Background: an optimization exercise with open tools, aiming at small area. Do not read the settings as production practice.
Where RTL was checked, it was by simulation tests only, not by an equivalence proof against the original.

==> flow/design.v <==
module top (
    input  logic       clk,
    input  logic       rst,
    input  logic       gradient,
    input  logic       red,
    input  logic       green,
    input  logic       blue,
    input  logic       white,
    input  logic       box_enable,
    output logic       vga_h_sync,
    output logic       vga_v_sync,
    output logic [7:0] VGA_R,
    output logic [7:0] VGA_G,
    output logic [7:0] VGA_B,
    output logic       vga_sync,
    output logic       vga_display
);
    logic [6:0] xk;
    logic       xc;
    logic [1:0] xj;
    logic [5:0] yq;
    logic [2:0] ya;
    logic       yb;
    logic [9:0] ux;
    logic [8:0] uy;
    logic       dx, dy;
    logic [7:0] r, b;
    logic       g;
    wire       blank = (xj == 2'd3);
    wire [7:0] xbl   = {xk, xc};                           
    wire x0   = (xk == 7'd0) && !xc && (xj == 2'd0);       
    wire x1   = (xk == 7'd0) && !xc && (xj == 2'd1);       
    wire xend = blank && xk[6] && (xk[3:0] == 4'hf);       
    wire yend = (yq == 6'd34) && (ya == 3'd7) && yb;       
    wire y0   = (yq == 6'd0) && (ya == 3'd0) && !yb;       
    wire disp_x = !blank && !x0 && !((xk == 7'd127) && xc && (xj == 2'd2));
    wire disp_y = (yq < 6'd31) || ((yq == 6'd31) && !((ya == 3'd7) && yb));
    wire disp   = disp_x && disp_y;
    wire hs = blank && (xbl >= 8'd16) && (xbl <= 8'd110);
    wire vs = (yq == 6'd32) && (ya == 3'd5) && (yb == x0);
    assign vga_h_sync  = hs;
    assign vga_v_sync  = vs;
    assign vga_sync    = hs & vs;
    assign vga_display = disp;
    wire xo3 = (xk == 7'd0) || ((xk >= 7'd43) && (xk <= 7'd85));    
    wire xl2 = (xk >= 7'd43) && (xk <= 7'd84);                      
    wire xlo_end = !xc && (xj == (xo3 ? 2'd2 : 2'd1));
    wire xhi_end =  xc && (xj == (xl2 ? 2'd1 : 2'd2));
    wire [6:0] xk_inc = xk + {6'd0, blank ? xc : 1'b1};
    always_ff @(posedge clk) begin
        if (rst || xend) begin
            xk <= 7'd0; xc <= 1'b0; xj <= 2'd0;
        end else if (blank) begin
            xk <= xk_inc; xc <= !xc;
        end else if (xlo_end) begin
            xc <= 1'b1; xj <= 2'd0;
        end else if (xhi_end) begin
            xk <= xk_inc; xc <= 1'b0; xj <= (xk == 7'd127) ? 2'd3 : 2'd0;
        end else begin
            xj <= xj + 2'd1;
        end
    end
    logic [2:0] ys;    
    always_comb begin
        if (yq <= 6'd4) ys = 3'd0;
        else if (yq <= 6'd8) ys = 3'd1;
        else if (yq <= 6'd13) ys = 3'd2;
        else if (yq <= 6'd17) ys = 3'd3;
        else if (yq <= 6'd22) ys = 3'd4;
        else if (yq <= 6'd26) ys = 3'd5;
        else ys = 3'd6;
    end
    wire ysingle = (yq != 6'd0) && (ya == ys);
    always_ff @(posedge clk) begin
        if (rst) begin
            yq <= 6'd0; ya <= 3'd0; yb <= 1'b0;
        end else if (xend) begin
            if (yend) begin
                yq <= 6'd0; ya <= 3'd0; yb <= 1'b0;
            end else if (!yb && !ysingle) begin
                yb <= 1'b1;
            end else begin
                yb <= 1'b0;
                ya <= ya + 3'd1;
                if (ya == 3'd7) yq <= yq + 6'd1;
            end
        end
    end
    wire xhold = blank && (xbl < 8'd15);                   
    wire yhold = (yq == 6'd34) && !(ya == 3'd7 && yb);
    wire hx  = (ux < 10'd50);
    wire hy  = (uy < 9'd50);
    wire hit = hx && hy;
    wire fx      = (xk == 7'd127) && xc && (xj == 2'd0) && yend;
    wire bx_zero = ux[9] && (ux[6:0] == 7'h7f);           
    wire bx_max  = hx;                                     
    wire fy      = xend && (yq == 6'd31) && (ya == 3'd7) && !yb;
    wire by_zero = uy[8] && uy[7] && uy[6] && (uy[4:0] == 5'h1f);    
    wire by_max  = hy;                                     
    wire recentre = x1 && y0 && (ux[9:7] == 3'd0) && (uy[8:6] == 3'd0);
    wire mvx_r = fx && !dx && !bx_max;        
    wire mvx_l = fx &&  dx && !bx_zero;       
    wire mvy_d = fy && !dy && !by_max;
    wire mvy_u = fy &&  dy && !by_zero;
    wire       ux_en = !xhold && !mvx_r;
    wire       ux_c  = ux_en && (ux[0] || mvx_l);
    wire [8:0] ux_hi = (ux_c && ux[9] && ux[8] && ux[4]) ? 9'd0 : ux[9:1] + {8'd0, ux_c};   
    wire       ux_lo = ux[0] ^ (ux_en && !mvx_l);
    wire       uy_en = xend && !yhold && !mvy_d;
    wire       uy_c  = uy_en && (uy[0] || mvy_u);
    wire [7:0] uy_hi = uy[8:1] + {7'd0, uy_c};
    wire       uy_lo = uy[0] ^ (uy_en && !mvy_u);
    always_ff @(posedge clk) begin
        if (rst) begin
            ux <= 10'd491;            
            uy <= 9'd297;             
            dx <= 1'b0;
            dy <= 1'b0;
        end else if (recentre) begin
            ux <= 10'd493;            
            uy <= 9'd297;
            dx <= 1'b0;
            dy <= 1'b0;
        end else begin
            ux <= {ux_hi, ux_lo};
            uy <= {uy_hi, uy_lo};
            if (fx && (dx ? bx_zero : bx_max)) dx <= !dx;
            if (fy && (dy ? by_zero : by_max)) dy <= !dy;
        end
    end
    wire any2 = (gradient && (red || green || blue || white || box_enable)) ||
                (red && (green || blue || white || box_enable)) ||
                (green && (blue || white || box_enable)) ||
                (blue && (white || box_enable)) ||
                (white && box_enable);
    wire none = !(gradient || red || green || blue || white || box_enable);
    wire live = !rst && disp;
    wire keep = live && none;                  
    wire one  = live && !any2;                 
    wire boxc = box_enable && hit;
    wire g_ok = one && gradient;
    wire r_s  = one && (red || white || boxc);
    wire g_s  = one && (green || white);
    wire b_s  = one && (blue || white || boxc);
    always_ff @(posedge clk) begin
        r <= ({8{keep}} & r) | ({8{g_ok}} & {xk[6:0], xc}) | {8{r_s}};
        g <= (keep & g) | g_s;
        b <= ({8{keep}} & b) | ({8{g_ok}} & {yq[4:0], ya}) | {8{b_s}};
    end
    assign VGA_R = r;
    assign VGA_G = {8{g}};
    assign VGA_B = b;
endmodule
Settings: LEC_CHECK=0, ABC_AREA=1, CAP_MARGIN=20, CORE_MARGIN=2, CORE_UTILIZATION=75, SLEW_MARGIN=20; clock period 20.0 ns.
standard.sh (not shown) runs the stock make flow with config.mk's settings and CLKGATE_MAP_FILE= SYNTH_SCRIPT=/design/flow/synth_recipe.tcl, a recipe that flattens the netlist after the stock synthesis.
==> flow/flow/run.sh <==
#!/bin/bash
# Standard ORFS layout, with changes that only affect cell area:
#  - synthesis maps the logic with an area-only ABC script (no buffering or
#    upsizing against the clock target) and leaves adders to ABC instead of
#    mapping them to half/full-adder cells first; flip-flops are mapped as usual,
#  - ports are buffered with buf_1 cells,
#  - the clock tree uses few, larger clusters and no dummy loads.
set -euo pipefail
W=$(pwd)
S=$W/scripts_area
rm -rf "$S"
cp -r "$FLOW_HOME/scripts" "$S"
cp "$W/flow/abc_area.script" "$S/abc_area.script"

bash standard.sh "SCRIPTS_DIR=$S" "ADDER_MAP_FILE=" synth > "$W/run_synth.log" 2>&1

CTS="-sink_clustering_enable -repair_clock_nets -dont_use_dummy_load -sink_clustering_size 30 -sink_clustering_max_diameter 100 -buf_list sky130_fd_sc_hd__clkbuf_8"
bash standard.sh "BUFFER_PORTS_ARGS=-buffer_cell sky130_fd_sc_hd__buf_1" "CTS_ARGS=$CTS" finish > "$W/run_layout.log" 2>&1
==> flow/flow/abc_area.script <==
strash
dc2
balance
rewrite
refactor
balance
rewrite
rewrite -z
balance
refactor -z
rewrite -z
balance
dch -f
map -a
topo
Then changed:
--- a/flow/design.v
+++ b/flow/design.v
@@ -15,7 +15,7 @@
     output logic       vga_sync,
     output logic       vga_display
 );
-    logic [6:0] xk;
+    logic [7:0] xk;
     logic       xc;
     logic [1:0] xj;
     logic [5:0] yq;
@@ -26,36 +26,34 @@
     logic       dx, dy;
     logic [7:0] r, b;
     logic       g;
-    wire       blank = (xj == 2'd3);
-    wire [7:0] xbl   = {xk, xc};                           
-    wire x0   = (xk == 7'd0) && !xc && (xj == 2'd0);       
-    wire x1   = (xk == 7'd0) && !xc && (xj == 2'd1);       
-    wire xend = blank && xk[6] && (xk[3:0] == 4'hf);       
-    wire yend = (yq == 6'd34) && (ya == 3'd7) && yb;       
-    wire y0   = (yq == 6'd0) && (ya == 3'd0) && !yb;       
-    wire disp_x = !blank && !x0 && !((xk == 7'd127) && xc && (xj == 2'd2));
+    wire x0   = (xk == 8'd0) && !xc && (xj == 2'd0);      
+    wire x1   = (xk == 8'd0) && !xc && (xj == 2'd1);      
+    wire xend = (xk == 8'd159) && xc && (xj == 2'd1);     
+    wire yend = (yq == 6'd34) && (ya == 3'd7) && yb;      
+    wire y0   = (yq == 6'd0) && (ya == 3'd0) && !yb;      
+    wire fend = xend && yend;
+    wire disp_x = !xk[7] && !x0 && !((xk == 8'd127) && xc && (xj == 2'd2));
     wire disp_y = (yq < 6'd31) || ((yq == 6'd31) && !((ya == 3'd7) && yb));
     wire disp   = disp_x && disp_y;
-    wire hs = blank && (xbl >= 8'd16) && (xbl <= 8'd110);
+    wire hs = ((xk > 8'd131) && (xk < 8'd150)) ||
+              ((xk == 8'd131) && (xc || (xj != 2'd0))) ||
+              ((xk == 8'd150) && !xc && (xj == 2'd0));
     wire vs = (yq == 6'd32) && (ya == 3'd5) && (yb == x0);
     assign vga_h_sync  = hs;
     assign vga_v_sync  = vs;
     assign vga_sync    = hs & vs;
     assign vga_display = disp;
-    wire xo3 = (xk == 7'd0) || ((xk >= 7'd43) && (xk <= 7'd85));    
-    wire xl2 = (xk >= 7'd43) && (xk <= 7'd84);                      
+    wire xo3 = (xk == 8'd0) || ((xk >= 8'd43) && (xk <= 8'd85));    
+    wire xl2 = (xk >= 8'd43) && (xk <= 8'd84);                      
     wire xlo_end = !xc && (xj == (xo3 ? 2'd2 : 2'd1));
-    wire xhi_end =  xc && (xj == (xl2 ? 2'd1 : 2'd2));
-    wire [6:0] xk_inc = xk + {6'd0, blank ? xc : 1'b1};
+    wire xhi_end =  xc && ((xj == (xl2 ? 2'd1 : 2'd2)) || xend);
     always_ff @(posedge clk) begin
         if (rst || xend) begin
-            xk <= 7'd0; xc <= 1'b0; xj <= 2'd0;
-        end else if (blank) begin
-            xk <= xk_inc; xc <= !xc;
+            xk <= 8'd0; xc <= 1'b0; xj <= 2'd0;
         end else if (xlo_end) begin
             xc <= 1'b1; xj <= 2'd0;
         end else if (xhi_end) begin
-            xk <= xk_inc; xc <= 1'b0; xj <= (xk == 7'd127) ? 2'd3 : 2'd0;
+            xk <= xk + 8'd1; xc <= 1'b0; xj <= 2'd0;
         end else begin
             xj <= xj + 2'd1;
         end
@@ -86,12 +84,12 @@
             end
         end
     end
-    wire xhold = blank && (xbl < 8'd15);                   
+    wire xhold = xk[7] && (xk[6:2] == 5'd0) && !(xk[1] && xk[0]);    
     wire yhold = (yq == 6'd34) && !(ya == 3'd7 && yb);
     wire hx  = (ux < 10'd50);
     wire hy  = (uy < 9'd50);
     wire hit = hx && hy;
-    wire fx      = (xk == 7'd127) && xc && (xj == 2'd0) && yend;
+    wire fx      = (xk == 8'd127) && xc && (xj == 2'd0) && yend;
     wire bx_zero = ux[9] && (ux[6:0] == 7'h7f);           
     wire bx_max  = hx;                                     
     wire fy      = xend && (yq == 6'd31) && (ya == 3'd7) && !yb;
Flip-flop and latch count came out higher by 1.
Global-route usage falls by 0.65 points.
Worst setup slack gets worse by 0.57 ns.
Wire length went up by 1.2%.
Die area climbs by about 2.4%.
Worst hold slack degrades by 0.0041 ns.
Non-clock buffer count is unchanged.
No functional check of the RTL was part of the second run of this note.

separate check: timing with driven ports:
Ports are ideal in the flow. The routed layouts listed here were re-timed in OpenROAD. Step 1 sets driving cells, clkbuf_16 on the clock port and buf_2 on the other inputs (assumed; they add their load-dependent delay and slew). Step 2 moves the port delays by t, midway between the first and last clock arrival at a register: inputs arrive t later, outputs are due t later. That takes back most of the time a late clock gives input paths. Three values: ideal, step 1, step 2; two values: the first two.
| run | t, ns | slack for setup (ns) | worst hold slack (ns) | worst data-port slew with drivers (ns) |
|---|---|---|---|---|
| the first run | 0.364 | 13.604 / 13.577 / 13.942 | 0.500 / 0.500 / 0.500 | 0.03 |
| the second run | 0.359 | 13.030 / 13.002 / 13.361 | 0.495 / 0.495 / 0.495 | 0.03 |
After both steps setup and hold are still met in every run listed.
